What follows belongs to an exercise in optimizing a design on an open flow for small area, a short achievable clock period and few clock cycles per item; a production flow would make more cautious choices.
Where RTL was checked, it was by simulation tests only, not by an equivalence proof against the original.
No functional check of the RTL was part of runs 6 to 8.
Power figures rest on the tool's default switching activity, not on a simulated workload.

[flow/flow/run.sh]
#!/bin/bash
# Standard layout with two changes: the port buffers are buf_1 (inputs) and
# buf_4 (outputs) instead of the default choice (a slow delay buffer), and
# repair_timing aims at a larger setup margin.
set -euo pipefail
here=$(cd "$(dirname "$0")" && pwd)
export BUFFER_PORTS_ARGS="-inputs -buffer_cell sky130_fd_sc_hd__buf_1"
export PRE_GLOBAL_PLACE_TCL="$here/ports.tcl"
export SETUP_SLACK_MARGIN=5.85
bash standard.sh > standard_flow.log 2>&1
[flow/flow/ports.tcl]
# Output ports get buf_4 buffers (they drive the 10 fF port load); the input
# ports are buffered with buf_1 through BUFFER_PORTS_ARGS.
buffer_ports -outputs -buffer_cell sky130_fd_sc_hd__buf_4
[flow/standard.sh]
#!/bin/bash
# synth_recipe.tcl (not shown) runs the flow's synth.tcl, then flattens the netlist and writes it again
# the make line also repeats each setting of config.mk as NAME=value (left out here)
make -C /OpenROAD-flow-scripts/flow DESIGN_CONFIG=/design/flow/config.mk WORK_HOME=/design/flow/orfs CLKGATE_MAP_FILE= SYNTH_SCRIPT=/design/flow/synth_recipe.tcl "${@:-finish}"
[flow/config.mk]
export PLATFORM = sky130hd
export DESIGN_NAME = pdcch_top
export DESIGN_NICKNAME = pdcch_top
export VERILOG_FILES = /design/flow/design.v
export SDC_FILE = /design/flow/constraint.sdc
export NUM_CORES = 4
export LEC_CHECK = 0
export ABC_CLOCK_PERIOD_IN_PS = 2500
export CAP_MARGIN = 20
export CORE_MARGIN = 2
export CORE_UTILIZATION = 40
export CTS_BUF_LIST = sky130_fd_sc_hd__clkbuf_8
export CTS_CLUSTER_DIAMETER = 80
export CTS_CLUSTER_SIZE = 30
export SLEW_MARGIN = 20
[flow/constraint.sdc]
create_clock -name core_clock -period 8.5 [get_ports {clk}]
set_input_delay 1.7000 -clock core_clock [delete_from_list [all_inputs] [get_ports {clk}]]
set_output_delay 1.7000 -clock core_clock [all_outputs]
set_load 0.01 [all_outputs]
[flow/design.v]
module pdcch_top #(parameter
  TOP_CONFIG_BIT_WIDTH=110,
  CONT_CONFIG_BIT_WIDTH=105,
  OP_DATA_WIDTH=8,
  FIFO_DEPTH=16,
  PTR_SIZE=$clog2(FIFO_DEPTH)
)(
  input                             clk,
  input                             reset,
  input  [TOP_CONFIG_BIT_WIDTH-1:0] s_axis_top_config_data,
  input                             s_axis_top_config_valid,
  output                            s_axis_top_config_ready,
  output [OP_DATA_WIDTH-1:0]        m_axis_top_data,
  output                            m_axis_top_valid,
  input                             m_axis_top_ready
);
  localparam [30:0] X1C = 31'h5e485840;   
  localparam [30:0] R0  = 31'h0099110e;   
  localparam [30:0] R1  = 31'h0132221c;   
  wire [109:0] din  = s_axis_top_config_data;
  wire         vin  = s_axis_top_config_valid;
  wire         mrdy = m_axis_top_ready;
  wire [8:0]  bwpsize  = din[109:101];
  wire [11:0] bwpstart = din[100:89];
  wire [6:0]  slot     = din[86:80];
  wire [15:0] nid      = din[79:64];
  wire [3:0]  sym      = din[63:60];
  wire [12:0] doff     = din[57:45];
  function automatic [30:0] a1_2(input [30:0] s);
    a1_2 = {s[4]^s[1], s[3]^s[0], s[30:2]};
  endfunction
  function automatic [30:0] a2_2(input [30:0] s);
    a2_2 = {s[4]^s[3]^s[2]^s[1], s[3]^s[2]^s[1]^s[0], s[30:2]};
  endfunction
  function automatic [30:0] a1_16(input [30:0] s);
    integer m;
    reg [15:0] e;
    begin
      for (m = 0; m < 16; m = m + 1) e[m] = s[m] ^ s[m+3];
      a1_16 = {e, s[30:16]};
    end
  endfunction
  function automatic [30:0] a2_16(input [30:0] s);
    integer m;
    reg [15:0] e;
    begin
      for (m = 0; m < 16; m = m + 1) e[m] = s[m] ^ s[m+1] ^ s[m+2] ^ s[m+3];
      a2_16 = {e, s[30:16]};
    end
  endfunction
  reg        s_wait, s_mul, s_skip, s_acc, s_emit;
  reg [30:0] x1, u;
  reg [14:0] acc;
  reg        c1, dz, df;            
  reg [12:0] sk;
  reg        fast, skz;             
  reg [16:0] cnt;
  reg        last;                  
  reg [3:0]  j;
  reg        bjr;                   
  reg [1:0]  pst;
  reg        pcur;
  reg [1:0]  od, td;                
  reg        ov, tv;
  wire p_ok   = (pst == 2'd3);
  wire gen    = (s_emit || (s_acc && !cnt[16])) && !tv;
  wire load   = p_ok && (s_wait || (s_emit && !tv && last));
  wire sk_run = s_skip && !skz;
  wire [1:0] item = {x1[1] ^ (^(u & R1)), x1[0] ^ (^(u & R0))};
  wire cnt_hi0  = (cnt[16:4] == 13'd0);
  wire cnt_is1  = cnt_hi0 && (cnt[3:0] == 4'd1);
  wire cnt_is8  = cnt_hi0 && (cnt[3:0] == 4'd8);
  wire        dec8    = s_skip && fast;
  wire [13:0] cnt_hid = cnt[16:3] - 14'd1;
  wire [16:0] cnt_dec = {(dec8 || cnt[2:0] == 3'd0) ? cnt_hid : cnt[16:3],
                         dec8 ? cnt[2:0] : cnt[2:0] - 3'd1};
  wire sk_is1   = (sk == 13'd1);
  wire sk_is8   = (sk == 13'd8);
  wire [12:0] sk_dec = dec8 ? {sk[12:3] - 10'd1, sk[2:0]} : {sk[12:3], sk[2:0] - 3'd1};
  wire skip_end = fast ? sk_is8 : sk_is1;
  wire [10:0] a_val = {sk[10:4], 4'b0} - {3'b0, sk[10:4], 1'b0} + {7'b0, sk[3:0]} + 11'd1;
  wire [24:0] bin = {bwpstart, nid[12:0]};
  reg  [24:0] bsel;
  reg         bone;
  integer k;
  always @(*) begin
    bsel = 25'd0;
    bone = 1'b0;
    if (load)
      bsel[24] = 1'b1;                        
    else if (pst == 2'd1)
      bsel[12] = 1'b1;                        
    else if (s_mul) begin
      for (k = 1; k < 13; k = k + 1)
        if (j == k) bsel[12 + k] = 1'b1;      
    end else begin
      for (k = 2; k < 14; k = k + 1)
        if (j == k) bsel[k - 2] = 1'b1;       
      if (j == 4'd1) bone = 1'b1;             
    end
  end
  wire [14:0] acc_add = {acc[13:0], 1'b0} + {2'b0, sk};
  wire [10:0] three_b = {1'b0, sk[8:0], 1'b0} + {2'b0, sk[8:0]};   
  reg [12:0] sk_n;
  reg        sk_w, fast_n, skz_n;
  always @(*) begin
    sk_w   = 1'b0;
    sk_n   = sk;
    fast_n = fast && (sk[12:3] != 10'd1);
    skz_n  = skip_end;
    if (!pcur) begin
      sk_w = 1'b1; sk_n = {2'b00, slot, sym};
    end else if (pst == 2'd1) begin
      sk_w = 1'b1; sk_n = {2'b00, a_val};
    end else if (pst == 2'd2 && j == 4'd0 && !s_mul) begin
      sk_w = 1'b1; sk_n = {4'd0, bwpsize};
    end
    if (load) begin
      sk_w   = 1'b1;
      sk_n   = c1 ? {2'b0, three_b} : doff;
      fast_n = df;
      skz_n  = dz;
    end else if (s_mul) begin
      sk_w   = (pst == 2'd3);
      sk_n   = doff;
      fast_n = df;
      skz_n  = dz;
    end else if (sk_run) begin
      sk_w   = 1'b1;
      sk_n   = sk_dec;
    end
  end
  always @(posedge clk) begin
    if (sk_w) begin
      sk   <= sk_n;
      fast <= fast_n;
      skz  <= skz_n;
    end
  end
  wire lfsr_en = load || sk_run || gen;
  always @(posedge clk) begin
    if (lfsr_en) begin
      if (load) begin
        u  <= {acc[13:0], nid, 1'b0};
        x1 <= X1C;
      end else if (s_skip && fast) begin
        x1 <= a1_16(x1);
        u  <= a2_16(u);
      end else begin
        x1 <= a1_2(x1);
        u  <= a2_2(u);
      end
    end
  end
  always @(posedge clk) begin
    if (load) begin
      cnt  <= {5'd0, three_b, 1'b0};
      last <= (sk[8:0] == 9'd0);
    end else if (s_mul) begin
      cnt  <= {1'b0, acc, 1'b0};         
      last <= (acc == 15'd0);
    end else if (sk_run || gen) begin
      cnt  <= cnt_dec;
      last <= (s_skip && fast) ? cnt_is8 : cnt_is1;
    end
  end
  always @(posedge clk) begin
    c1 <= (din[88:87] == 2'd1);
    dz <= (doff == 13'd0);
    df <= |doff[12:3];
    bjr <= bone | (|(bin & bsel));
    if (load) begin
      acc <= 15'd0;
      j   <= 4'd11;
    end else if (!pcur) begin
      acc <= 15'd0;
    end else if (pst == 2'd1) begin
      j   <= 4'd13;
    end else if (pst == 2'd2) begin
      acc <= bjr ? acc_add : {acc[13:0], 1'b0};
      j   <= j - 4'd1;
    end
  end
  always @(posedge clk) begin
    if (reset) begin
      s_wait <= 1'b1;
      s_mul  <= 1'b0;
      s_skip <= 1'b0;
      s_acc  <= 1'b0;
      s_emit <= 1'b0;
      pst    <= 2'd0;
      pcur   <= 1'b0;
      ov     <= 1'b0;
      tv     <= 1'b0;
    end else begin
      if (tv) begin
        if (mrdy) begin
          od <= td;
          tv <= 1'b0;
        end
      end else if (gen) begin
        if (!ov || mrdy) begin
          od <= item;
          ov <= 1'b1;
        end else begin
          td <= item;
          tv <= 1'b1;
        end
      end else if (mrdy)
        ov <= 1'b0;
      if (!pcur) begin
        if (vin) begin
          pst  <= 2'd1;
          pcur <= 1'b1;
        end
      end else if (pst == 2'd1)
        pst <= 2'd2;
      else if (pst == 2'd2 && j == 4'd0)
        pst <= 2'd3;
      if (load && c1)
        pst <= 2'd2;
      if (s_acc) begin
        pcur <= 1'b0;
        pst  <= 2'd0;
      end
      if (load) begin
        s_wait <= 1'b0;
        s_emit <= 1'b0;
        s_mul  <= c1;
        s_acc  <= !c1 && dz;
        s_skip <= !c1 && !dz;
      end else if (s_mul) begin
        if (pst == 2'd3) begin
          s_mul  <= 1'b0;
          s_skip <= 1'b1;
        end
      end else if (s_skip) begin
        if (skz || skip_end) begin
          s_skip <= 1'b0;
          s_acc  <= 1'b1;
        end
      end else if (s_acc) begin
        s_acc <= 1'b0;
        if (cnt[16] || (gen && last)) s_wait <= 1'b1;
        else                          s_emit <= 1'b1;
      end else if (s_emit) begin
        if (gen && last) begin
          s_emit <= 1'b0;
          s_wait <= 1'b1;
        end
      end
    end
  end
  assign s_axis_top_config_ready = s_acc;
  assign m_axis_top_valid = ov;
  assign m_axis_top_data  = {6'b000000, od};
endmodule
==> flow_summary.yaml, run 1 <==
detailed_routing:
  vias_per_cell: 5.68
  ant_nets: 0
  totalWireLength_um: 25900
  drcViolationCount: 0
  drtIter0Drc: 710
  dr.pass1.iters: 5
  wl_per_cell_um: 18.4
  vias: 7976
pwr:
  p_leak_uw: 0.00387
  switching_share: 0.374
  p_comb_frac: 0.393
  cellInternalPower_uw: 1500
  power_density_mw_per_mm2: 228
  p_sw_uw: 894
  total_power_uw: 2390
  ir_drop_uv: 104
  sequentialPowerShare: 0.363
  clock_power_share: 0.244
synthesis:
  postSynthRegisterBits: 132
  synth_area_leaders: "edfxtp_1, dfxtp_1, xnor2_1"
  ys.flop_type: "edfxtp_1"
  netlist_instances: 1043
  yosysSeqAreaShare: 0.386
  synth.avg_cell_area_um2: 8.87
  yosysTopAreaCell: "edfxtp_1"
  synth_enable_flop_cells: 93
  synth_area_mm2: 0.00925
  yosys.area.top_type_share: 0.302
  async_flop_share: 0
  synth_cell_types: 69
  synth_warnings: 1
clock_network:
  path_clk_slew_ns: 0.08
  cts_tree: "yes"
  clk_latency_ns: 0.46
  cts_root_buffer: "clkbuf_8"
  clockBufferDepth: 2
  cts.sinks: 132
  h-tree-depth: 4
  cts_buffers: 17
sta:
  setup_viol_count_final: 0
  finalHoldViolations: 0
  min_period_ns: 2.62
  clock-skew-final_ns: 0.0135
  rsz0062_at_grt: "true"
  max_slew_margin: 0.360
  finalSetupTns_ns: 0
  maxSlewViolCount: 0
  clock.fmax_mhz: 382
  fin_hold_ws_ns: 0.495
  worstMarginPinSlew_ns: 0.958
  fin_crit_sh: 0.308
die:
  rows: 55
  fp.dieW_um: 156
  ioPinCount: 124
  die_h_um: 156
  start_util: 0.408
  core_mm2: 0.0226
  fp.dieArea_mm2: 0.0244
placement:
  port_buffers: 70
  dp_cells: 1351
  post-dp-hpwl_um: 18300
  place.gp.congestion: 0.886
cells_and_area:
  drive_gt1_frac: 0.0930
  antenna-diode-count: 0
  finish.utilization: 0.464
  syn_to_final_growth_pct: 13.6
  layout_common_cells: "nand2_1, edfxtp_1, nor2_1"
  layout_commonest_cell: "nand2_1"
  stdcell_count: 1403
  final_nets: 1283
worst_setup_path:
  crit_type: "reg2reg"
  critical_path_arrival_ns: 2.82
  cp_top_family: "compound AO/OA/AOI/OAI gates"
  cpMostUsedCell: "ha_1"
  worstSetupStartpointType: "flop"
  r2r_slack_ns: 5.88
  crit_chain: "ha_1, ha_1, a211o_1, nor2_1, o21ai_0, o211a_1, a31o_2, xor2_1, o211ai_1"
  worstPathRequired_ns: 8.71
  path_max_fanout: 7
  cp_slowest_cell: "edfxtp_1"
  cp_num_buf_inv: 0
  critPathMaxStageDelay_ns: 0.54
  cp-end-kind: "flop"
global_routing:
  grt_usage: 0.213
  grt_max_degree: 78
  grt_pass1_wl_um: 40400
  overflow: 0
  grt_antenna_before_repair: 0
  grt_pass1_vias: 7222
worst_hold_path:
  hold_class: "reg2reg"
status:
  status: "finished clean"
job:
  max_cap_violations: 0
## area by class of cell
| type | count | area [um2] |
|---|---|---|
| flip-flops and latches | 132 | 3580 |
| inverters | 41 | 163 |
| multi-input cells | 819 | 5460 |
| clock inverters | 15 | 189 |
| well taps | 285 | 357 |
| fillers | 2182 | 12100 |
| clock buffers | 17 | 234 |
| repair buffers | 94 | 520 |
## state kept, by name (all words and copies together) (netlist names), 2 cells and up
name and cells:
cnt 17, u 31, x1 31, j 4, td 2, pst 2, acc 15, sk 13
od 2
## cell usage after synthesis, types with 4 or more instances
cell      count
buf_2         4
o21ai_1       7
o22ai_1       5
a22o_1        4
a211oi_1     25
nor4_1       11
ha_1         61
xnor2_1      88
xor2_1       19
nor2b_1      10
a31oi_1      19
o211ai_1     15
nand4_1       5
o221ai_1      5
o41ai_1       7
nand2_1     147
a22oi_1       5
nor3_1       22
mux2i_1      15
a21o_1       11
dfxtp_1      39
nand3_1      15
inv_1        40
a221oi_1      6
or3_1         7
o21a_1        6
buf_1        12
a222oi_1      4
o21ai_0      58
a21oi_1      84
edfxtp_1     93
nor2_1       91
buf_4         7
nand2b_1      9
clkbuf_1     32
## worst paths after layout
kind | to | startpoint | depth (start not counted)
setup / recovery | sk[10] | sk[7] | 9
hold reg to reg | cnt[12] | cnt[12] | 2
hold / removal | cnt[12] | cnt[12] | 2
setup reg to reg | sk[10] | sk[7] | 9
## worst min-delay path, delay by kind of cell (launching register included)
kind | cells | cell delay, ns
compound gates | 2 | 0.14
flops | 1 | 0.31
## per-layer routing
layer	GRT usage	part of all wire	routed length, um	vias to the layer above
met1	0.302	0.47	12100	3823
met3	0.0378	0.055	1430	22
met4	0.0673	0.015	386	0
met2	0.330	0.46	11900	253
met5	0	0	0	-
li1	-	-	-	3878
## cell families (layout without fill, tap and decap cells)
kind of cell    count (synthesis)  after routing  share of synthesized area
simple gates                  339            339                      0.165
xor+xnor                      107            107                      0.101
buf+inv                        97            167                     0.0436
fa+ha+maj                      64             64                     0.0890
other cells                     1              6                   0.000406
flops                         132            132                      0.386
mux                            17             17                     0.0187
compound gates                286            286                      0.195
## metrics by stage
stage	setup slack, ns	area (um2)
after floorplan	5.81	9280
after global placement	5.22	9700
after detailed placement	5.15	9700
after CTS	5.85	10300
after global routing	5.75	10500
final	5.88	10500
## power by group through the flow
stage | registers [uW] | clock network, uW | logic (uW)
4_1_cts | 868 | 592 | 876
6_report | 868 | 583 | 939
3_3_place_gp | 897 | 0 | 805
3_5_place_dp | 898 | 0 | 814
5_1_grt | 877 | 615 | 1030
2_1_floorplan | 833 | 0 | 645
## what timing repair did
| action | 4_1_cts | 5_1_grt |
|---|---|---|
| hold buffers | 0 | 0 |
| pin swaps | 3 | 15 |
| endpoints found under the hold margin | 0 | 0 |
| resized for setup | 18 | 31 |
| buffers inserted | 13 | 7 |
| gates cloned | 0 | 0 |
| endpoints found under the setup margin | 31 | 86 |
Testbench counts, summed over its fixed seeds: cycles 14,881, items 13,663.
==> run 2, diff against run 1 <==
--- a/flow/flow/run.sh
+++ b/flow/flow/run.sh
@@ -6,5 +6,5 @@
 here=$(cd "$(dirname "$0")" && pwd)
 export BUFFER_PORTS_ARGS="-inputs -buffer_cell sky130_fd_sc_hd__buf_1"
 export PRE_GLOBAL_PLACE_TCL="$here/ports.tcl"
-export SETUP_SLACK_MARGIN=5.85
+export SETUP_SLACK_MARGIN=5.8
 bash standard.sh > standard_flow.log 2>&1
==> flow_summary.yaml, run 2 <==
status:
  status: "finished clean"
worst_setup_path:
  cp-end-kind: "output port"
  worstReg2RegStart: "sk[1]"
  worstPathRequired_ns: 6.80
  r2r_cells: 13
  cp-startpoint: "s_acc"
  cp_num_cells: 0
  crit_path_end: "s_axis_top_config_ready"
  critical_path_arrival_ns: 0.90
  timing.rr.end: "sk[5]"
  r2r_slack_ns: 5.92
  path_max_fanout: 9
  worstSetupStartpointType: "flop"
  crit_type: "reg2out"
placement:
  post-place-ws_ns: 4.55
  post-dp-hpwl_um: 18400
  port_buffers: 70
  place.gp.congestion: 0.896
synthesis:
  yosys.area.top_type_share: 0.302
  synth_common_cells: "nand2_1, edfxtp_1, nor2_1"
  synth_enable_flop_cells: 93
  postSynthRegisterBits: 132
  synth_cell_types: 69
  synth_area_leaders: "edfxtp_1, dfxtp_1, xnor2_1"
  synth_warnings: 1
  synth_most_common_cell: "nand2_1"
  ys.flop_type: "edfxtp_1"
  synth_area_mm2: 0.00925
  netlist_instances: 1043
  yosysSeqAreaShare: 0.386
  async_flop_share: 0
  synth.avg_cell_area_um2: 8.87
  yosysTopAreaCell: "edfxtp_1"
detailed_routing:
  drtIter0Drc: 708
  dr.pass1.iters: 6
  vias_per_cell: 5.66
  vias: 7980
  wl_per_cell_um: 18.5
  drcViolationCount: 0
  totalWireLength_um: 26000
  ant_nets: 0
clock_network:
  cts_buffers: 17
  cts_root_buffer: "clkbuf_8"
  h-tree-depth: 4
  cts.sinks: 132
  clk_latency_ns: 0.46
  cts_tree: "yes"
  clockBufferDepth: 2
  path_clk_slew_ns: 0.07
pwr:
  total_power_uw: 2280
  power_density_mw_per_mm2: 219
  ir_drop_uv: 99.5
  p_leak_uw: 0.00387
sta:
  finalSetupTns_ns: 0
  setup_viol_count_final: 0
  clock.fmax_mhz: 385
  min_period_ns: 2.60
  maxSlewViolCount: 0
  max_slew_margin: 0.368
  worstMarginPinSlew_ns: 0.947
  rsz0062_at_grt: "false"
  fin_ws_ns: 5.90
  clock-skew-final_ns: 0.0149
  finalHoldViolations: 0
  fin_crit_sh: 0.305
global_routing:
  grt_max_degree: 78
  use_met1: 0.306
  grt_usage: 0.215
  use_met3: 0.0289
  grt_busiest_layer: "met2"
  overflow: 0
  grt_antenna_before_repair: 0
  use_met2: 0.337
  grt_pass1_wl_um: 40700
  grt_pass1_vias: 7476
die:
  fp.dieW_um: 156
  rows: 55
  core_mm2: 0.0226
  fp.dieArea_mm2: 0.0244
  start_util: 0.408
  ioPinCount: 124
  die_h_um: 156
cells_and_area:
  final_nets: 1289
  top_regs: "u x31, x1 x31, cnt x17"
  fill_cells: 2202
  layout_common_cells: "nand2_1, edfxtp_1, nor2_1"
  antenna-diode-count: 0
  finish.utilization: 0.459
  syn_to_final_growth_pct: 12.4
  layout_commonest_cell: "nand2_1"
  multi_input_area_mm2: 0.00541
  drive_gt1_frac: 0.0881
  regArea_mm2: 0.00358
job:
  max_cap_violations: 0
worst_hold_path:
  hold_class: "reg2reg"
run 2: cell types whose count changed in the layout (fill, tap and decap cells not counted), sizes merged:
cell / change
bufinv: -3
buf: +7
inv: +4
clkinvlp: -1
clkinv: -1
run 2: how the worst min path moves through the flow:
stage | endpoint | from | depth (start not counted) | slack, ns
after global routing | s_acc | dz | 2 | 0.51
final | s_acc | dz | 2 | 0.50
after floorplan | cnt[15] | acc[14] | 2 | 0.44
after detailed placement | cnt[12] | cnt[12] | 2 | 0.48
after CTS | cnt[12] | cnt[12] | 2 | 0.49
after global placement | cnt[12] | cnt[12] | 2 | 0.48
run 2: cell families (layout without fill, tap and decap cells):
logic type      after synthesis  count (layout)  synth area share
buf+inv                      97             173            0.0436
flops                       132             132             0.386
mux                          17              17            0.0187
fa+ha+maj                    64              64            0.0890
other cells                   1               6          0.000406
xor+xnor                    107             107             0.101
simple gates                339             339             0.165
compound gates              286             286             0.195
run 2: cell type report:
class / count / area share
clock buffer: 18 / 0.0238
inverter: 41 / 0.0148
timing repair buffer: 100 / 0.0530
multi-input combinational: 819 / 0.521
clock inverter: 14 / 0.00951
sequential: 132 / 0.344
tap: 285 / 0.0343
run 2: worst register-to-register path: cells and delay by family, from the launching register on:
family / cells / cell delay, ns
fa+ha+maj: 3 / 0.74
xor+xnor: 1 / 0.09
flops: 1 / 0.42
compound gates: 4 / 0.63
mux: 1 / 0.17
buf+inv: 4 / 0.29
run 2: power breakdown:
group / internal [uW] / switching [uW] / leakage (uW) / total [uW]
registers: 768 / 92.5 / 0.00119 / 860
logic: 405 / 531 / 0.00249 / 936
clock network: 231 / 252 / 0.000191 / 483
run 2: per-stage QoR:
stage	hold slack (ns)	cells	cell area (um2)
after global routing	0.514	1409	10400
final	0.500	1409	10400
after detailed placement	0.483	1352	9710
after CTS	0.493	1391	10200
after floorplan	0.441	1048	9280
after global placement	0.478	1352	9710
run 2: what timing repair did:
| action | CTS | global route |
|---|---|---|
| setup buffers | 7 | 18 |
| setup endpoints to repair | 33 | 61 |
| pin swaps | 0 | 8 |
| resized for setup | 16 | 22 |
| hold endpoints to repair | 0 | 0 |
| hold buffers | 0 | 0 |
run 2: per-layer routing:
layer  routed length, um  up-vias  share of wire
li1                    -     3873              -
met1               12100     3817           0.46
met2               12000      253           0.46
met3                1320       37          0.051
met4                 606        0          0.023
met5                   0        -              0
==> run 3, diff against run 2 <==
--- a/flow/config.mk
+++ b/flow/config.mk
@@ -10,6 +10,5 @@
 export CORE_MARGIN = 2
 export CORE_UTILIZATION = 40
 export CTS_BUF_LIST = sky130_fd_sc_hd__clkbuf_8
-export CTS_CLUSTER_DIAMETER = 80
-export CTS_CLUSTER_SIZE = 30
+export PLACE_DENSITY = 0.5
 export SLEW_MARGIN = 20
==> flow_summary.yaml, run 3 <==
status:
  status: "finished clean"
sta:
  max_slew_margin: 0.353
  fin_crit_sh: 0.308
  finalSetupTns_ns: 0
  setup_viol_count_final: 0
  min_period_ns: 2.62
  clock.fmax_mhz: 382
  fin_ws_ns: 5.88
  rsz0062_at_grt: "true"
  clock-skew-final_ns: 0.0151
  fin_hold_ws_ns: 0.493
  finalHoldViolations: 0
  maxSlewViolCount: 0
  worstMarginPinSlew_ns: 0.969
clock_network:
  h-tree-depth: 4
  clk_latency_ns: 0.46
  cts_root_buffer: "clkbuf_8"
  cts.sinks: 132
  cts_buffers: 17
  cts_hold_buf: 0
  cts_tree: "yes"
  clockBufferDepth: 2
  path_clk_slew_ns: 0.09
pwr:
  p_leak_uw: 0.00385
  switching_share: 0.385
  p_comb_frac: 0.388
  cellInternalPower_uw: 1420
  power_density_mw_per_mm2: 222
  ir_drop_uv: 93.8
  total_power_uw: 2310
  p_sw_uw: 892
  clock_power_share: 0.238
  sequentialPowerShare: 0.374
global_routing:
  grt_antenna_before_repair: 0
  overflow: 0
  grt_usage: 0.224
  grt_pass1_vias: 7505
  grt_pass1_wl_um: 42000
  grt_max_degree: 78
worst_setup_path:
  worstSetupStartpointType: "flop"
  worstPathRequired_ns: 8.71
  timing.rr.end: "sk[5]"
  worstReg2RegStart: "sk[2]"
  crit_chain: "buf_4, inv_1, ha_1, nor2b_1, o21ai_1, nand2_1, xnor2_1, o22ai_1, a221o_1"
  r2r_cells: 9
  cp-end-kind: "flop"
  critical_path_arrival_ns: 2.83
  path_max_fanout: 4
  r2r_slack_ns: 5.88
  cp_slowest_cell: "edfxtp_1"
  critPathMaxStageDelay_ns: 0.46
  crit_type: "reg2reg"
cells_and_area:
  final_nets: 1286
  layout_commonest_cell: "nand2_1"
  drive_gt1_frac: 0.0856
  antenna-diode-count: 0
  syn_to_final_growth_pct: 12.5
  layout_common_cells: "nand2_1, edfxtp_1, nor2_1"
  top_regs: "u x31, x1 x31, cnt x17"
  finalInstanceArea_mm2: 0.0104
detailed_routing:
  drtIter0Drc: 680
  ant_nets: 0
  dr.pass1.iters: 5
  vias: 7848
  vias_per_cell: 5.58
  drcViolationCount: 0
  totalWireLength_um: 26900
  wl_per_cell_um: 19.2
die:
  core_mm2: 0.0226
  rows: 55
  ioPinCount: 124
  fp.dieArea_mm2: 0.0244
  start_util: 0.408
  fp.dieW_um: 156
  die_h_um: 156
synthesis:
  ys.flop_type: "edfxtp_1"
  synth_enable_flop_cells: 93
  yosysSeqAreaShare: 0.386
  synth_most_common_cell: "nand2_1"
  synth_area_leaders: "edfxtp_1, dfxtp_1, xnor2_1"
  synth_warnings: 1
  yosys.area.top_type_share: 0.302
  synth_area_mm2: 0.00925
  yosysTopAreaCell: "edfxtp_1"
  synth.avg_cell_area_um2: 8.87
  netlist_instances: 1043
  async_flop_share: 0
  synth_cell_types: 69
  synth_common_cells: "nand2_1, edfxtp_1, nor2_1"
  postSynthRegisterBits: 132
job:
  max_cap_violations: 0
worst_hold_path:
  worstHoldStart: "cnt[12]"
  hold_end: "cnt[12]"
  hold_class: "reg2reg"
  hold_path_depth: 2
placement:
  dpl_cell_area_mm2: 0.00971
  post-place-ws_ns: 5.10
  place.gp.congestion: 0.893
  post-dp-hpwl_um: 19200
  port_buffers: 70
==> run 3: cell counts after synthesis <==
Identical to the previous run, type by type.
==> run 3: layout make-up <==
type / instances / area (um2)
timing repair buffer: 97 / 537
sequential: 132 / 3580
tap: 285 / 357
multi-input combinational: 819 / 5390
fill: 2292 / 12200
clock buffer: 17 / 234
inverter: 41 / 158
clock inverter: 15 / 156
==> run 3: logic make-up after synthesis <==
family,after synthesis,synth area share
buffers and inverters,97,0.0436
flip-flops,132,0.386
other,1,0.000406
adder cells (fa/ha/maj),64,0.0890
XOR/XNOR,107,0.101
multiplexers,17,0.0187
AND/OR/NAND/NOR,339,0.165
AO/OA/AOI/OAI,286,0.195
==> run 3: worst max-delay path: cells and delay by family, from the launching register on <==
| family | cells | cell delay, ns |
|---|---|---|
| buffers and inverters | 2 | 0.31 |
| AO/OA/AOI/OAI | 3 | 0.65 |
| AND/OR/NAND/NOR | 2 | 0.26 |
| adder cells (fa/ha/maj) | 1 | 0.29 |
| XOR/XNOR | 1 | 0.40 |
| flip-flops | 1 | 0.46 |
==> run 3: worst max path at each step <==
stage	slack, ns	from	end	cells after the start
floorplan	5.81	s_axis_top_config_data[72]	bjr	6
global placement	5.11	pst[1]	sk[11]	7
detailed placement	5.10	pst[1]	sk[12]	7
CTS	5.81	sk[1]	sk[5]	13
global route	5.74	sk[1]	sk[5]	13
finish	5.88	sk[2]	sk[5]	9
==> run 3: metal layers <==
metal	GRT usage	wire length, um
met1	0.331	13400
met2	0.346	11900
met3	0.0314	1190
met4	0.0559	369
met5	0	0
==> run 3: per-stage QoR <==
stage / util / std cells
2_1_floorplan: - / 1048
3_3_place_gp: 0.429 / 1352
3_5_place_dp: 0.429 / 1352
4_1_cts: 0.452 / 1393
5_1_grt: 0.460 / 1406
6_report: 0.460 / 1406
==> run 3: power groups by stage <==
stage               registers (uW)  clock network [uW]  logic [uW]
finish                         865                 552         898
global route                   876                 587        1000
CTS                            873                 561         853
detailed placement             898                   0         811
global placement               897                   0         809
floorplan                      833                   0         645
==> run 3: timing repair <==
item                                    in CTS  in global routing
pin swaps                                    1                  8
gates resized for setup                     17                 16
endpoints found under the hold margin        0                  0
buffers inserted                             9                 13
gates cloned                                 0                  0
endpoints found under the setup margin      30                 85
==> run 4, diff against run 3 <==
--- a/flow/config.mk
+++ b/flow/config.mk
@@ -10,5 +10,5 @@
 export CORE_MARGIN = 2
 export CORE_UTILIZATION = 40
 export CTS_BUF_LIST = sky130_fd_sc_hd__clkbuf_8
-export PLACE_DENSITY = 0.5
+export PLACE_DENSITY = 0.7
 export SLEW_MARGIN = 20
==> flow_summary.yaml, run 4 <==
status:
  status: "finished clean"
clock_network:
  path_clk_slew_ns: 0.08
  cts.sinks: 132
  cts_tree: "yes"
  cts_buffers: 17
  cts_root_buffer: "clkbuf_8"
  clockBufferDepth: 2
  cts_hold_buf: 0
  clk_latency_ns: 0.47
  h-tree-depth: 4
synthesis:
  yosysTopAreaCell: "edfxtp_1"
  synth_compound_area_frac: 0.195
  synth_mux_area_frac: 0.0187
  synth_cell_types: 69
  postSynthRegisterBits: 132
  synth_common_cells: "nand2_1, edfxtp_1, nor2_1"
  synth_enable_flop_cells: 93
  synthSimpleGateAreaFrac: 0.165
  yosysSeqAreaShare: 0.386
  synth_top_family_by_area: "compound AO/OA/AOI/OAI gates"
  async_flop_share: 0
  synth_warnings: 1
  synth_area_leaders: "edfxtp_1, dfxtp_1, xnor2_1"
  synth_area_mm2: 0.00925
  synth_fa_ha_area_frac: 0.0890
  netlist_instances: 1043
  synth.avg_cell_area_um2: 8.87
  synth_most_common_cell: "nand2_1"
  ys.flop_type: "edfxtp_1"
  yosys.area.top_type_share: 0.302
  synth_xor_area_frac: 0.101
worst_setup_path:
  cp-end-kind: "flop"
  worstReg2RegStart: "sk[2]"
  r2r_cells: 9
  r2r_slack_ns: 5.86
  path_max_fanout: 6
  critical_path_arrival_ns: 2.84
  timing.rr.end: "cnt[9]"
  cp_top_family: "compound AO/OA/AOI/OAI gates"
  worstPathRequired_ns: 8.70
  crit_type: "reg2reg"
  worstSetupStartpointType: "flop"
  crit_chain: "buf_4, ha_1, a21o_1, a21o_1, a21o_1, nand2_1, a21oi_1, xnor2_1, a21oi_1"
  cp_slowest_cell: "edfxtp_1"
  critPathMaxStageDelay_ns: 0.52
  cp_num_buf_inv: 1
  cpMostUsedCell: "a21o_1"
detailed_routing:
  dr.pass1.iters: 7
  vias: 8069
  wl_per_cell_um: 17.8
  drcViolationCount: 0
  vias_per_cell: 5.73
  totalWireLength_um: 25100
  drtIter0Drc: 762
  ant_nets: 0
cells_and_area:
  layout_commonest_cell: "nand2_1"
  antenna-diode-count: 0
  stdcell_count: 1409
  layout_common_cells: "nand2_1, edfxtp_1, nor2_1"
  syn_to_final_growth_pct: 13.3
  fill_cells: 2138
  drive_gt1_frac: 0.0899
  top_regs: "u x31, x1 x31, cnt x17"
  final_nets: 1289
  finalInstanceArea_mm2: 0.0105
sta:
  setup_viol_count_final: 0
  clock.fmax_mhz: 379
  fin_crit_sh: 0.310
  max_slew_margin: 0.387
  worstMarginPinSlew_ns: 0.918
  rsz0062_at_grt: "false"
  clock-skew-final_ns: 0.0174
  maxSlewViolCount: 0
  finalSetupTns_ns: 0
  min_period_ns: 2.64
  finalHoldViolations: 0
placement:
  place.gp.congestion: 0.914
  post-dp-hpwl_um: 17500
  port_buffers: 70
  dp_cells: 1349
  dpl_cell_area_mm2: 0.00969
global_routing:
  grt_pass1_wl_um: 39500
  grt_antenna_before_repair: 0
  overflow: 0
  grt_usage: 0.204
  grt_pass1_vias: 7459
  grt_max_degree: 77
pwr:
  ir_drop_uv: 118
  p_sw_uw: 876
  sequentialPowerShare: 0.370
  cellInternalPower_uw: 1470
  p_comb_frac: 0.388
  total_power_uw: 2340
  power_density_mw_per_mm2: 224
  switching_share: 0.374
  clock_power_share: 0.242
  p_leak_uw: 0.00388
die:
  fp.dieW_um: 156
  rows: 55
  fp.dieArea_mm2: 0.0244
  die_h_um: 156
  start_util: 0.408
  core_mm2: 0.0226
  ioPinCount: 124
worst_hold_path:
  hold_class: "reg2reg"
  hold_end: "cnt[12]"
  hold_path_depth: 2
  worstHoldStart: "cnt[12]"
job:
  max_cap_violations: 0
## run 4: changes by cell type in the layout (fill, tap and decap cells not counted), moves of 2 or more
cell,change
buf_8,-2
and2_4,+2
a211oi_1,-2
buf_4,+3
a211oi_2,+2
clkinv_4,+2
a21boi_1,+2
## run 4: cells by family (layout without fill, tap and decap cells)
kind of cell	after synthesis	count (layout)
AOI/OAI and AO/OA	286	286
xor gates and xnor gates	107	107
adders and majority gates	64	64
buffers and inverters	97	173
DFF	132	132
muxes	17	17
other	1	6
and+or+nand+nor	339	339
## run 4: worst max-delay path by stage
stage	from	end	slack, ns	cells after the start
final	sk[2]	cnt[9]	5.86	9
after global routing	sk[2]	sk[7]	5.76	9
after CTS	s_skip	cnt[14]	5.81	6
after detailed placement	pst[1]	sk[10]	5.18	7
after global placement	pst[1]	sk[8]	5.22	7
after floorplan	s_axis_top_config_data[72]	bjr	5.81	6
## run 4: metrics by stage
stage	utilization	setup slack, ns	hold slack (ns)
2_1_floorplan	-	5.81	0.441
3_3_place_gp	0.428	5.22	0.475
3_5_place_dp	0.428	5.18	0.489
4_1_cts	0.451	5.81	0.500
5_1_grt	0.463	5.76	0.544
6_report	0.463	5.86	0.501
## run 4: power by group through the flow
stage	clock network [uW]	logic, uW	registers [uW]
final	567	909	867
after global routing	601	1000	876
after CTS	575	837	870
after detailed placement	0	797	893
after global placement	0	780	892
after floorplan	0	645	833
## run 4: worst min-delay path, stage by stage, from the launching register on
cell and delay (ns):
dfxtp_1 0.32, o31ai_1 0.06, a31oi_1 0.07
## run 4: metal layers
metal | part of all wire | vias up | GRT usage
li1 | - | 3894 | -
met1 | 0.45 | 3833 | 0.289
met2 | 0.46 | 316 | 0.323
met3 | 0.072 | 26 | 0.0381
met4 | 0.011 | 0 | 0.0472
met5 | 0 | - | 0
## run 4: timing repair
action                     4_1_cts  5_1_grt
resized for setup               13       23
setup endpoints to repair       28       81
buffers inserted                 7       20
cloned                           0        1
pin swaps                        1        9
## run 4: layout make-up
type | instances | area, um2 | share of cell area
Timing Repair Buffer | 100 | 559 | 0.0534
Tap cell | 285 | 357 | 0.0340
Clock buffer | 17 | 234 | 0.0223
Sequential cell | 132 | 3580 | 0.341
Clock inverter | 15 | 183 | 0.0174
Multi-Input combinational cell | 819 | 5420 | 0.517
Inverter | 41 | 158 | 0.0150
==> run 5, diff against run 4 <==
--- a/flow/config.mk
+++ b/flow/config.mk
@@ -9,6 +9,5 @@
 export CAP_MARGIN = 20
 export CORE_MARGIN = 2
 export CORE_UTILIZATION = 40
-export CTS_BUF_LIST = sky130_fd_sc_hd__clkbuf_8
-export PLACE_DENSITY = 0.7
+export CTS_BUF_LIST = sky130_fd_sc_hd__clkbuf_4 sky130_fd_sc_hd__clkbuf_8
 export SLEW_MARGIN = 20
==> flow_summary.yaml, run 5 <==
die:
  ioPinCount: 124
  die_h_um: 156
  fp.dieW_um: 156
  fp.dieArea_mm2: 0.0244
  core_mm2: 0.0226
  start_util: 0.408
  rows: 55
detailed_routing:
  vias: 7972
  drtIter0Drc: 692
  vias_per_cell: 5.66
  dr.pass1.iters: 5
  wl_per_cell_um: 18.5
  ant_nets: 0
  totalWireLength_um: 26100
  drcViolationCount: 0
synthesis:
  synth.avg_cell_area_um2: 8.87
  synth_area_leaders: "edfxtp_1, dfxtp_1, xnor2_1"
  synth_enable_flop_cells: 93
  async_flop_share: 0
  yosys.area.top_type_share: 0.302
  yosysSeqAreaShare: 0.386
  synth_common_cells: "nand2_1, edfxtp_1, nor2_1"
  netlist_instances: 1043
  postSynthRegisterBits: 132
  yosysTopAreaCell: "edfxtp_1"
  ys.flop_type: "edfxtp_1"
  synth_warnings: 1
  synth_area_mm2: 0.00925
  synth_most_common_cell: "nand2_1"
  synth_cell_types: 69
worst_setup_path:
  cp-startpoint: "sk[2]"
  path_max_fanout: 4
  crit_type: "reg2reg"
  critPathMaxStageDelay_ns: 0.45
  cp-end-kind: "flop"
  critical_path_arrival_ns: 2.84
  cp_slowest_cell: "edfxtp_1"
  worstSetupStartpointType: "flop"
  r2r_slack_ns: 5.88
  worstPathRequired_ns: 8.72
  crit_chain: "buf_4, inv_1, ha_1, nor2b_1, o21ai_1, nand2_1, xnor2_1, o22ai_1, a221o_1"
  worstReg2RegStart: "sk[2]"
sta:
  rsz0062_at_grt: "false"
  clock-skew-final_ns: 0.0157
  worstMarginPinSlew_ns: 0.947
  max_slew_margin: 0.368
  clock.fmax_mhz: 382
  setup_viol_count_final: 0
  fin_crit_sh: 0.308
  finalHoldViolations: 0
  maxSlewViolCount: 0
  finalSetupTns_ns: 0
  min_period_ns: 2.62
clock_network:
  path_clk_slew_ns: 0.08
  cts.sinks: 132
  cts_hold_buf: 0
  cts_tree: "yes"
  h-tree-depth: 4
  cts_buffers: 17
  clk_latency_ns: 0.46
  cts_root_buffer: "clkbuf_8"
  clockBufferDepth: 2
cells_and_area:
  finish.utilization: 0.460
  final_nets: 1289
  layout_commonest_cell: "nand2_1"
  top_regs: "u x31, x1 x31, cnt x17"
  layout_common_cells: "nand2_1, edfxtp_1, nor2_1"
  finalInstanceArea_mm2: 0.0104
  fill_cells: 2202
  drive_gt1_frac: 0.0916
  antenna-diode-count: 0
  syn_to_final_growth_pct: 12.6
  stdcell_count: 1409
placement:
  post-dp-hpwl_um: 18400
  port_buffers: 70
  dpl_cell_area_mm2: 0.00971
  place.gp.congestion: 0.896
  dp_cells: 1352
global_routing:
  grt_max_degree: 78
  use_met2: 0.337
  grt_usage: 0.215
  use_met1: 0.306
  grt_antenna_before_repair: 0
  grt_pass1_wl_um: 40800
  use_met3: 0.0289
  overflow: 0
  grt_busiest_layer: "met2"
  grt_pass1_vias: 7480
worst_hold_path:
  worstHoldStart: "dz"
  hold_class: "reg2reg"
pwr:
  p_leak_uw: 0.00387
  power_density_mw_per_mm2: 221
  ir_drop_uv: 99.7
job:
  max_cap_violations: 0
status:
  status: "finished clean"
==> run 5: cells by family (layout without fill, tap and decap cells) <==
| logic type | after synthesis | in the layout | synth area share |
|---|---|---|---|
| AND/OR/NAND/NOR | 339 | 339 | 0.165 |
| AO/OA/AOI/OAI | 286 | 286 | 0.195 |
| flip-flops | 132 | 132 | 0.386 |
| XOR/XNOR | 107 | 107 | 0.101 |
| buffers and inverters | 97 | 173 | 0.0436 |
| adder cells (fa/ha/maj) | 64 | 64 | 0.0890 |
| multiplexers | 17 | 17 | 0.0187 |
| other | 1 | 6 | 0.000406 |
==> run 5: routing by layer <==
layer  share of wire  up-vias
met3           0.047       38
met2            0.46      220
met1            0.47     3834
met4           0.023        0
li1                -     3880
met5               0        -
==> run 5: layout make-up <==
class	count	area (um2)	area share
clock buffers	22	278	0.0267
clock inverters	10	83.8	0.00805
inverters	41	154	0.0148
multi-input cells	819	5410	0.520
flip-flops and latches	132	3580	0.343
well taps	285	357	0.0343
repair buffers	100	551	0.0529
==> run 5: worst paths after layout <==
path	endpoint	depth (start not counted)
setup / recovery	sk[5]	9
hold reg to reg	s_acc	2
setup reg to reg	sk[5]	9
hold / removal	s_acc	2
==> run 5: worst max-delay path: cells and delay by family (launching register included) <==
kind,cells,cell delay [ns]
AOI/OAI and AO/OA,3,0.66
DFF,1,0.45
xor gates and xnor gates,1,0.42
buffers and inverters,2,0.30
adders and majority gates,1,0.30
and+or+nand+nor,2,0.26
==> run 5: stage by stage <==
stage | setup WS [ns] | power, uW | hold slack, ns
after floorplan | 5.81 | 1480 | 0.441
after global placement | 4.61 | 1700 | 0.478
after detailed placement | 4.55 | 1720 | 0.483
after CTS | 5.81 | 2250 | 0.493
after global routing | 5.76 | 2440 | 0.514
final | 5.88 | 2300 | 0.500
==> run 5: power breakdown <==
group | internal, uW | switching (uW) | total [uW]
Sequential | 768 | 92.4 | 860
Clock | 249 | 253 | 502
Combinational | 405 | 534 | 939
==> run 5: repair_timing <==
| item | CTS | global route |
|---|---|---|
| setup endpoints to repair | 33 | 61 |
| pin swaps | 0 | 8 |
| setup buffers | 7 | 18 |
| gates resized for setup | 16 | 22 |
==> run 6, diff against run 5 <==
--- a/flow/design.v
+++ b/flow/design.v
@@ -78,7 +78,7 @@
   wire sk_is8   = (sk == 13'd8);
   wire [12:0] sk_dec = dec8 ? {sk[12:3] - 10'd1, sk[2:0]} : {sk[12:3], sk[2:0] - 3'd1};
   wire skip_end = fast ? sk_is8 : sk_is1;
-  wire [10:0] a_val = {sk[10:4], 4'b0} - {3'b0, sk[10:4], 1'b0} + {7'b0, sk[3:0]} + 11'd1;
+  wire [10:0] a_val = {acc[10:4], 4'b0} - {3'b0, acc[10:4], 1'b0} + {7'b0, acc[3:0]} + 11'd1;
   wire [24:0] bin = {bwpstart, nid[12:0]};
   reg  [24:0] bsel;
   reg         bone;
@@ -109,7 +109,6 @@
     fast_n = fast && (sk[12:3] != 10'd1);
     skz_n  = skip_end;
     if (!pcur) begin
-      sk_w = 1'b1; sk_n = {2'b00, slot, sym};
     end else if (pst == 2'd1) begin
       sk_w = 1'b1; sk_n = {2'b00, a_val};
     end else if (pst == 2'd2 && j == 4'd0 && !s_mul) begin
@@ -173,8 +172,9 @@
       acc <= 15'd0;
       j   <= 4'd11;
     end else if (!pcur) begin
+      acc <= {4'd0, slot, sym};          
+    end else if (pst == 2'd1) begin
       acc <= 15'd0;
-    end else if (pst == 2'd1) begin
       j   <= 4'd13;
     end else if (pst == 2'd2) begin
       acc <= bjr ? acc_add : {acc[13:0], 1'b0};
--- a/flow/config.mk
+++ b/flow/config.mk
@@ -9,5 +9,7 @@
 export CAP_MARGIN = 20
 export CORE_MARGIN = 2
 export CORE_UTILIZATION = 40
-export CTS_BUF_LIST = sky130_fd_sc_hd__clkbuf_4 sky130_fd_sc_hd__clkbuf_8
+export CTS_BUF_LIST = sky130_fd_sc_hd__clkbuf_8
+export CTS_CLUSTER_DIAMETER = 80
+export CTS_CLUSTER_SIZE = 30
 export SLEW_MARGIN = 20
==> flow_summary.yaml, run 6 <==
worst_hold_path:
  hold_class: "reg2reg"
sta:
  finalSetupTns_ns: 0
  worstMarginPinSlew_ns: 0.964
  fin_hold_ws_ns: 0.502
  clock.fmax_mhz: 381
  min_period_ns: 2.63
  clock-skew-final_ns: 0.0149
  setup_viol_count_final: 0
  fin_crit_sh: 0.309
  finalHoldViolations: 0
  maxSlewViolCount: 0
  max_slew_margin: 0.357
  rsz0062_at_grt: "false"
detailed_routing:
  drcViolationCount: 0
  vias_per_cell: 5.55
  dr.pass1.iters: 7
  totalWireLength_um: 26300
  drtIter0Drc: 698
  wl_per_cell_um: 18.2
  ant_nets: 0
  vias: 8022
placement:
  dp_cells: 1397
  place.gp.congestion: 0.874
  port_buffers: 70
  post-dp-hpwl_um: 18200
worst_setup_path:
  path_max_fanout: 2
  crit_type: "reg2reg"
  worstSetupStartpointType: "flop"
  worstPathRequired_ns: 8.71
  cp-end-kind: "flop"
  critical_path_arrival_ns: 2.84
synthesis:
  netlist_instances: 1062
  synth_area_leaders: "edfxtp_1, dfxtp_1, ha_1"
  yosysSeqAreaShare: 0.380
  synth.avg_cell_area_um2: 8.86
  synth_most_common_cell: "nand2_1"
  synth_cell_types: 76
  synth_area_mm2: 0.00941
  async_flop_share: 0
  yosys.area.top_type_share: 0.297
  yosysTopAreaCell: "edfxtp_1"
  synth_enable_flop_cells: 93
  postSynthRegisterBits: 132
  synth_common_cells: "nand2_1, edfxtp_1, nor2_1"
  synth_warnings: 1
  ys.flop_type: "edfxtp_1"
cells_and_area:
  top_regs: "u x31, x1 x31, cnt x17"
  layout_common_cells: "nand2_1, edfxtp_1, nor2_1"
  finish.utilization: 0.452
  antenna-diode-count: 0
  syn_to_final_growth_pct: 11.8
  layout_commonest_cell: "nand2_1"
  final_nets: 1290
  stdcell_count: 1445
  drive_gt1_frac: 0.0924
clock_network:
  path_clk_slew_ns: 0.09
  cts_tree: "yes"
  h-tree-depth: 4
  cts_hold_buf: 0
  clk_latency_ns: 0.48
  cts.sinks: 132
  cts_buffers: 17
  clockBufferDepth: 2
  cts_root_buffer: "clkbuf_8"
global_routing:
  grt_pass1_vias: 7589
  overflow: 0
  grt_max_degree: 89
  grt_usage: 0.219
  grt_pass1_wl_um: 42000
  grt_antenna_before_repair: 0
pwr:
  ir_drop_uv: 98.9
  power_density_mw_per_mm2: 200
  p_leak_uw: 0.00382
die:
  core_mm2: 0.0233
  fp.dieW_um: 157
  die_h_um: 157
  start_util: 0.405
  fp.dieArea_mm2: 0.0248
  rows: 56
  ioPinCount: 124
job:
  max_cap_violations: 0
status:
  status: "finished clean"
-- run 6: what timing repair did --
action | 4_1_cts | 5_1_grt
pin swaps | 7 | 7
gates resized for setup | 30 | 9
buffers inserted | 8 | 8
endpoints found under the setup margin | 25 | 75
-- run 6: area by class of cell --
cell class	count	area, um2
Fill cell	2318	12700
Tap cell	319	399
Clock inverter	15	158
Multi-Input combinational cell	831	5540
Inverter	41	159
Clock buffer	17	234
Sequential cell	132	3600
Timing Repair Buffer	90	432
-- run 6: layer usage --
layer	routed length [um]	up-vias	track usage
met5	0	-	0
met4	456	0	0.0606
met3	1660	31	0.0369
met2	11800	280	0.336
met1	12300	3763	0.317
li1	-	3948	-
-- run 6: final timing paths --
check             cells past startpoint   start    end  slack, ns
setup reg to reg                     12  acc[1]  sk[9]       5.87
hold reg to reg                       2      df   fast       0.50
setup / recovery                     12  acc[1]  sk[9]       5.87
hold / removal                        2      df   fast       0.50
-- run 6: stage by stage --
stage | power, uW | area (um2) | setup WS (ns)
after global routing | 2230 | 10500 | 5.80
after floorplan | 1330 | 9430 | 5.83
after detailed placement | 1500 | 9870 | 5.19
after global placement | 1490 | 9870 | 5.28
after CTS | 2090 | 10400 | 5.78
final | 2110 | 10500 | 5.87
-- run 6: cells by family (layout without fill, tap and decap cells) --
logic type / count (synthesis) / after routing / share of synthesized area
fa+ha+maj: 63 / 63 / 0.0862
mux: 18 / 18 / 0.0197
simple gates: 346 / 346 / 0.165
buf+inv: 104 / 163 / 0.0459
other cells: 1 / 6 / 0.000399
compound gates: 293 / 293 / 0.205
flops: 132 / 132 / 0.380
xor+xnor: 105 / 105 / 0.0977
-- run 6: power breakdown --
group          internal, uW  switching [uW]  total, uW
Clock                   245             313        558
Combinational           316             378        694
Sequential              751             104        855
-- run 6: worst max-delay path, stage by stage, from the launching register on --
cell,delay (ns)
dfxtp_4,0.38
inv_6,0.04
ha_4,0.25
inv_2,0.04
ha_4,0.15
inv_2,0.05
fa_2,0.24
nor2b_4,0.05
o31a_1,0.30
or4_4,0.43
a31oi_4,0.19
xnor2_2,0.16
o211ai_2,0.09
==> run 7, diff against run 6 <==
--- a/flow/design.v
+++ b/flow/design.v
@@ -26,6 +26,9 @@
   wire [15:0] nid      = din[79:64];
   wire [3:0]  sym      = din[63:60];
   wire [12:0] doff     = din[57:45];
+  wire        c1       = (din[88:87] == 2'd1);
+  wire        dz       = (doff == 13'd0);
+  wire        df       = |doff[12:3];
   function automatic [30:0] a1_2(input [30:0] s);
     a1_2 = {s[4]^s[1], s[3]^s[0], s[30:2]};
   endfunction
@@ -51,7 +54,6 @@
   reg        s_wait, s_mul, s_skip, s_acc, s_emit;
   reg [30:0] x1, u;
   reg [14:0] acc;
-  reg        c1, dz, df;            
   reg [12:0] sk;
   reg        fast, skz;             
   reg [16:0] cnt;
@@ -60,11 +62,12 @@
   reg        bjr;                   
   reg [1:0]  pst;
   reg        pcur;
-  reg [1:0]  od, td;                
-  reg        ov, tv;
+  reg [1:0]  od;                    
+  reg        ov;
   wire p_ok   = (pst == 2'd3);
-  wire gen    = (s_emit || (s_acc && !cnt[16])) && !tv;
-  wire load   = p_ok && (s_wait || (s_emit && !tv && last));
+  wire ofree  = !ov || mrdy;
+  wire gen    = (s_emit || (s_acc && !cnt[16])) && ofree;
+  wire load   = p_ok && (s_wait || (s_emit && ofree && last));
   wire sk_run = s_skip && !skz;
   wire [1:0] item = {x1[1] ^ (^(u & R1)), x1[0] ^ (^(u & R0))};
   wire cnt_hi0  = (cnt[16:4] == 13'd0);
@@ -78,7 +81,7 @@
   wire sk_is8   = (sk == 13'd8);
   wire [12:0] sk_dec = dec8 ? {sk[12:3] - 10'd1, sk[2:0]} : {sk[12:3], sk[2:0] - 3'd1};
   wire skip_end = fast ? sk_is8 : sk_is1;
-  wire [10:0] a_val = {acc[10:4], 4'b0} - {3'b0, acc[10:4], 1'b0} + {7'b0, acc[3:0]} + 11'd1;
+  wire [10:0] a_val = {sk[10:4], 4'b0} - {3'b0, sk[10:4], 1'b0} + {7'b0, sk[3:0]} + 11'd1;
   wire [24:0] bin = {bwpstart, nid[12:0]};
   reg  [24:0] bsel;
   reg         bone;
@@ -109,6 +112,7 @@
     fast_n = fast && (sk[12:3] != 10'd1);
     skz_n  = skip_end;
     if (!pcur) begin
+      if (vin) begin sk_w = 1'b1; sk_n = {2'b00, slot, sym}; end
     end else if (pst == 2'd1) begin
       sk_w = 1'b1; sk_n = {2'b00, a_val};
     end else if (pst == 2'd2 && j == 4'd0 && !s_mul) begin
@@ -164,17 +168,13 @@
     end
   end
   always @(posedge clk) begin
-    c1 <= (din[88:87] == 2'd1);
-    dz <= (doff == 13'd0);
-    df <= |doff[12:3];
     bjr <= bone | (|(bin & bsel));
     if (load) begin
       acc <= 15'd0;
       j   <= 4'd11;
     end else if (!pcur) begin
-      acc <= {4'd0, slot, sym};          
+      acc <= 15'd0;
     end else if (pst == 2'd1) begin
-      acc <= 15'd0;
       j   <= 4'd13;
     end else if (pst == 2'd2) begin
       acc <= bjr ? acc_add : {acc[13:0], 1'b0};
@@ -191,21 +191,10 @@
       pst    <= 2'd0;
       pcur   <= 1'b0;
       ov     <= 1'b0;
-      tv     <= 1'b0;
     end else begin
-      if (tv) begin
-        if (mrdy) begin
-          od <= td;
-          tv <= 1'b0;
-        end
-      end else if (gen) begin
-        if (!ov || mrdy) begin
-          od <= item;
-          ov <= 1'b1;
-        end else begin
-          td <= item;
-          tv <= 1'b1;
-        end
+      if (gen) begin
+        od <= item;
+        ov <= 1'b1;
       end else if (mrdy)
         ov <= 1'b0;
       if (!pcur) begin
--- a/flow/flow/run.sh
+++ b/flow/flow/run.sh
@@ -6,5 +6,5 @@
 here=$(cd "$(dirname "$0")" && pwd)
 export BUFFER_PORTS_ARGS="-inputs -buffer_cell sky130_fd_sc_hd__buf_1"
 export PRE_GLOBAL_PLACE_TCL="$here/ports.tcl"
-export SETUP_SLACK_MARGIN=5.8
+export SETUP_SLACK_MARGIN=5.9
 bash standard.sh > standard_flow.log 2>&1
==> flow_summary.yaml, run 7 <==
status:
  status: "finished clean"
cells_and_area:
  final_nets: 1319
  syn_to_final_growth_pct: 26.3
  finish.utilization: 0.512
  layout_common_cells: "nand2_1, nor2_1, edfxtp_1"
  drive_gt1_frac: 0.211
  antenna-diode-count: 0
  top_regs: "u x31, x1 x31, cnt x17"
  layout_commonest_cell: "nand2_1"
  finalInstanceArea_mm2: 0.0115
job:
  max_cap_violations: 0
pwr:
  power_density_mw_per_mm2: 214
  total_power_uw: 2470
  ir_drop_uv: 114
  p_leak_uw: 0.00433
sta:
  setup_viol_count_final: 0
  fin_crit_sh: 0.334
  min_period_ns: 2.84
  clock.fmax_mhz: 353
  maxSlewViolCount: 0
  clock-skew-final_ns: 0.0163
  rsz0062_at_grt: "true"
  finalHoldViolations: 0
  worstMarginPinSlew_ns: 0.962
  finalSetupTns_ns: 0
  max_slew_margin: 0.358
die:
  core_mm2: 0.0225
  fp.dieW_um: 155
  fp.dieArea_mm2: 0.0240
  die_h_um: 155
  start_util: 0.405
  rows: 55
  ioPinCount: 124
detailed_routing:
  ant_nets: 0
  wl_per_cell_um: 19.4
  totalWireLength_um: 28000
  dr.pass1.iters: 7
  vias_per_cell: 5.68
  vias: 8174
  drcViolationCount: 0
  drtIter0Drc: 573
clock_network:
  path_clk_slew_ns: 0.09
  cts_tree: "yes"
  clockBufferDepth: 2
  cts_buffers: 17
  clk_latency_ns: 0.46
  cts_hold_buf: 0
  cts.sinks: 126
  cts_root_buffer: "clkbuf_8"
  h-tree-depth: 4
worst_hold_path:
  hold_end: "pst[0]"
  hold_class: "reg2reg"
  hold_path_depth: 1
  worstHoldStart: "s_acc"
global_routing:
  grt_max_degree: 70
  use_met2: 0.354
  grt_pass1_vias: 7531
  use_met1: 0.283
  grt_usage: 0.215
  grt_busiest_layer: "met2"
  use_met3: 0.0440
  grt_antenna_before_repair: 0
  overflow: 0
  grt_pass1_wl_um: 40400
synthesis:
  synth_most_common_cell: "nand2_1"
  netlist_instances: 1013
  yosysTopAreaCell: "edfxtp_1"
  postSynthRegisterBits: 126
  yosys.area.top_type_share: 0.300
  async_flop_share: 0
  synth_area_mm2: 0.00912
  synth_cell_types: 77
  ys.flop_type: "edfxtp_1"
  synth.avg_cell_area_um2: 9.01
  synth_area_leaders: "edfxtp_1, ha_1, xnor2_1"
  yosysSeqAreaShare: 0.376
  synth_warnings: 1
  synth_common_cells: "nand2_1, nor2_1, edfxtp_1"
  synth_enable_flop_cells: 91
placement:
  dpl_cell_area_mm2: 0.00973
  post-dp-hpwl_um: 17200
  place.gp.congestion: 0.864
  port_buffers: 70
worst_setup_path:
  critical_path_arrival_ns: 3.03
  crit_type: "in2reg"
  cp-end-kind: "flop"
  worstPathRequired_ns: 8.70
  worstReg2RegStart: "sk[0]"
  r2r_slack_ns: 5.79
  worstSetupStartpointType: "primary input"
  path_max_fanout: 6
  r2r_cells: 10
  timing.rr.end: "sk[7]"
run 7: changes by cell type in the layout (fill, tap and decap cells not counted), sizes merged, moves of 6 or more:
cell	previous run	this run
o21ai	65	58
inv	51	39
buf	90	147
mux2i	14	21
a211oi	20	30
nand2	152	142
nor2	89	108
o21bai	6	0
nand3	20	14
o211ai	30	14
run 7: where the power goes:
part	switching, uW	internal (uW)	total (uW)
logic	570	478	1050
clock network	278	235	513
registers	129	777	906
run 7: what timing repair did:
action | CTS | global route
buffers inserted | 38 | 37
pin swaps | 20 | 42
setup endpoints to repair | 212 | 164
gates cloned | 8 | 8
resized for setup | 45 | 91
run 7: layer usage:
| layer | vias up | share of wire |
|---|---|---|
| met4 | 0 | 0.026 |
| li1 | 3929 | - |
| met1 | 3891 | 0.43 |
| met3 | 43 | 0.068 |
| met2 | 311 | 0.48 |
| met5 | - | 0 |
run 7: cell families after synthesis:
family / count (synthesis) / synth area share
AO/OA/AOI/OAI: 264 / 0.193
XOR/XNOR: 105 / 0.101
adder cells (fa/ha/maj): 64 / 0.0902
buffers and inverters: 94 / 0.0446
flip-flops: 126 / 0.376
multiplexers: 23 / 0.0255
other: 1 / 0.000411
AND/OR/NAND/NOR: 336 / 0.169
run 7: area by class of cell:
type / count / area, um2
Fill cell: 2071 / 11000
Multi-Input combinational cell: 810 / 6060
Sequential cell: 126 / 3440
Timing Repair Buffer: 151 / 1170
Tap cell: 285 / 357
Clock buffer: 17 / 234
Clock inverter: 15 / 136
Inverter: 35 / 135
run 7: stage by stage:
| step | setup WS [ns] | instances | hold WS, ns |
|---|---|---|---|
| after global routing | 5.61 | 1439 | 0.550 |
| after detailed placement | 4.45 | 1316 | 0.513 |
| after global placement | 4.47 | 1316 | 0.510 |
| final | 5.66 | 1439 | 0.540 |
| after CTS | 5.66 | 1394 | 0.533 |
| after floorplan | 5.48 | 1018 | 0.473 |
run 7: worst max-delay path by stage:
stage               slack (ns)     end             start  cells past startpoint
floorplan                 5.48   sk[8]  m_axis_top_ready                      8
global placement          4.47  sk[10]  m_axis_top_ready                      8
detailed placement        4.45  sk[10]  m_axis_top_ready                      8
CTS                       5.66  sk[10]             sk[5]                     10
global route              5.61  sk[10]             sk[5]                     10
finish                    5.66   sk[7]  m_axis_top_ready                      9
run 7: worst max-delay path, cell delays in order:
cell,delay [ns]
buf_1,0.06
nand2b_4,0.12
a31o_4,0.19
buf_12,0.12
nand2_8,0.08
nor2_8,0.16
nor2_4,0.09
a222oi_1,0.36
o31ai_1,0.13
==> run 8, diff against run 7 <==
--- a/flow/flow/run.sh
+++ b/flow/flow/run.sh
@@ -6,5 +6,5 @@
 here=$(cd "$(dirname "$0")" && pwd)
 export BUFFER_PORTS_ARGS="-inputs -buffer_cell sky130_fd_sc_hd__buf_1"
 export PRE_GLOBAL_PLACE_TCL="$here/ports.tcl"
-export SETUP_SLACK_MARGIN=5.9
+export SETUP_SLACK_MARGIN=5.8
 bash standard.sh > standard_flow.log 2>&1
==> flow_summary.yaml, run 8 <==
status:
  status: "finished clean"
detailed_routing:
  drcViolationCount: 0
  vias_per_cell: 5.54
  dr.pass1.iters: 5
  vias: 7690
  drtIter0Drc: 416
  ant_nets: 0
  totalWireLength_um: 24500
  wl_per_cell_um: 17.7
clock_network:
  cts_tree: "yes"
  path_clk_slew_ns: 0.09
  cts_root_buffer: "clkbuf_8"
  cts.sinks: 126
  clk_latency_ns: 0.47
  cts_hold_buf: 0
  h-tree-depth: 4
  cts_buffers: 17
  clockBufferDepth: 2
global_routing:
  grt_antenna_before_repair: 0
  grt_pass1_vias: 7291
  grt_usage: 0.203
  overflow: 0
  grt_max_degree: 70
  grt_pass1_wl_um: 38600
sta:
  fin_crit_sh: 0.332
  fin_hold_ws_ns: 0.524
  finalSetupTns_ns: 0
  clock-skew-final_ns: 0.0141
  maxSlewViolCount: 0
  worstMarginPinSlew_ns: 1.01
  finalHoldViolations: 0
  max_slew_margin: 0.327
  clock.fmax_mhz: 355
  min_period_ns: 2.82
  rsz0062_at_grt: "true"
  setup_viol_count_final: 0
die:
  fp.dieArea_mm2: 0.0240
  rows: 55
  ioPinCount: 124
  die_h_um: 155
  fp.dieW_um: 155
  start_util: 0.405
  core_mm2: 0.0225
placement:
  place.gp.congestion: 0.885
  post-dp-hpwl_um: 16600
  dpl_cell_area_mm2: 0.00972
  port_buffers: 70
worst_setup_path:
  worstPathRequired_ns: 8.71
  cp_slowest_cell: "a221oi_2"
  crit_chain: "buf_1, nand2b_4, a31o_4, a21oi_4, buf_12, buf_6, nand2_8, nor2_1, a221oi_2, o211ai_1"
  crit_type: "in2reg"
  critPathMaxStageDelay_ns: 0.25
  critical_path_arrival_ns: 3.03
  worstSetupStartpointType: "primary input"
  path_max_fanout: 7
  cp-end-kind: "flop"
cells_and_area:
  finalInstanceArea_mm2: 0.0106
  syn_to_final_growth_pct: 16.1
  top_regs: "u x31, x1 x31, cnt x17"
  layout_common_cells: "nand2_1, nor2_1, edfxtp_1"
  antenna-diode-count: 0
  final_nets: 1267
  finish.utilization: 0.471
  layout_commonest_cell: "nand2_1"
  fill_cells: 2137
  drive_gt1_frac: 0.141
synthesis:
  synth_common_cells: "nand2_1, nor2_1, edfxtp_1"
  synth_area_leaders: "edfxtp_1, ha_1, xnor2_1"
  async_flop_share: 0
  synth_cell_types: 77
  yosysSeqAreaShare: 0.376
  yosys.area.top_type_share: 0.300
  netlist_instances: 1013
  ys.flop_type: "edfxtp_1"
  synth_warnings: 1
  synth.avg_cell_area_um2: 9.01
  synth_most_common_cell: "nand2_1"
  postSynthRegisterBits: 126
  synth_enable_flop_cells: 91
  yosysTopAreaCell: "edfxtp_1"
  synth_area_mm2: 0.00912
pwr:
  power_density_mw_per_mm2: 219
  total_power_uw: 2320
  ir_drop_uv: 90.9
  p_leak_uw: 0.00389
job:
  max_cap_violations: 0
worst_hold_path:
  hold_class: "reg2reg"
==> run 8: cell types whose count changed in the layout (fill, tap and decap cells not counted), moves of 6 or more <==
cell / before / now
nand2_4: 7 / 1
nand2_1: 118 / 127
o21ai_0: 36 / 45
buf_6: 22 / 3
o21ai_1: 16 / 10
buf_4: 51 / 34
==> run 8: per-layer routing <==
metal / GRT usage / share of wire
met5: 0 / 0
met4: 0.0582 / 0.012
met3: 0.0323 / 0.042
met2: 0.334 / 0.48
met1: 0.276 / 0.47
==> run 8: final timing paths <==
| check | start | end | slack [ns] | cells past startpoint |
|---|---|---|---|---|
| max | m_axis_top_ready | sk[9] | 5.68 | 10 |
| min | acc[14] | acc[14] | 0.52 | 2 |
| max reg2reg | sk[1] | acc[11] | 5.75 | 12 |
| min reg2reg | acc[14] | acc[14] | 0.52 | 2 |
==> run 8: logic make-up after synthesis <==
| kind of cell | share of synthesized area |
|---|---|
| and+or+nand+nor | 0.169 |
| AOI/OAI and AO/OA | 0.193 |
| DFF | 0.376 |
| xor gates and xnor gates | 0.101 |
| buffers and inverters | 0.0446 |
| adders and majority gates | 0.0902 |
| muxes | 0.0255 |
| other | 0.000411 |
==> run 8: final cells by class <==
cell class | count | area, um2 | share of cell area
clock inverter | 15 | 115 | 0.0109
timing repair buffer | 107 | 618 | 0.0584
tap | 285 | 357 | 0.0337
clock buffer | 17 | 234 | 0.0221
multi-input combinational | 802 | 5700 | 0.538
inverter | 35 | 131 | 0.0124
sequential | 126 | 3430 | 0.324
==> run 8: worst max-delay path: cells and delay by family <==
family	cells	cell delay [ns]
AOI/OAI and AO/OA	4	0.67
buffers and inverters	3	0.37
and+or+nand+nor	3	0.28
==> run 8: power by group <==
part / switching, uW / internal (uW)
clock: 277 / 206
combinational: 513 / 426
sequential: 122 / 778
==> run 8: what timing repair did <==
action	4_1_cts	5_1_grt
pin swaps	16	14
gates cloned	3	1
buffers inserted	28	8
setup endpoints to repair	206	100
gates resized for setup	25	15
==> run 8: per-stage QoR <==
stage | cells | setup slack [ns]
floorplan | 1018 | 5.48
global placement | 1315 | 4.48
detailed placement | 1315 | 4.47
CTS | 1378 | 5.69
global route | 1387 | 5.64
finish | 1387 | 5.68

==> afterwards: timing with drivers on the ports <==
How much do the figures lean on ideal ports? The routed layouts below were timed once more, with nothing changed but the port constraints. Step 1 sets driving cells, clkbuf_16 on the clock port and buf_2 on the other inputs (assumed; they add their load-dependent delay and slew). Step 2 times the ports against the registers' clock, not the clock port: input delays grow and output delays shrink by t, the midpoint of the rising clock arrivals with the driver on. a / b / c = no drivers / after step 1 / after step 2; a / b = the first two.
| run | shift t [ns] | setup slack, ns | worst data-port slew with drivers (ns) |
|---|---|---|---|
| run 1 | 0.498 | 5.882 / 5.855 / 5.517 | 0.04 |
| run 2 | 0.491 | 5.904 / 5.862 / 5.473 | 0.04 |
| run 3 | 0.492 | 5.883 / 5.848 / 5.516 | 0.04 |
| run 4 | 0.499 | 5.862 / 5.843 / 5.528 | 0.04 |
| run 5 | 0.497 | 5.881 / 5.856 / 5.477 | 0.04 |
| run 6 | 0.514 | 5.873 / 5.843 / 5.460 | 0.05 |
| run 7 | 0.493 | 5.664 / 5.685 / 5.192 | 0.04 |
| run 8 | 0.499 | 5.679 / 5.696 / 5.197 | 0.04 |
After both steps setup and hold are still met in every run listed. For run 8, which loses most, drivers alone change the setup slack by +0.017 ns; drivers and shift together by -0.482 ns.
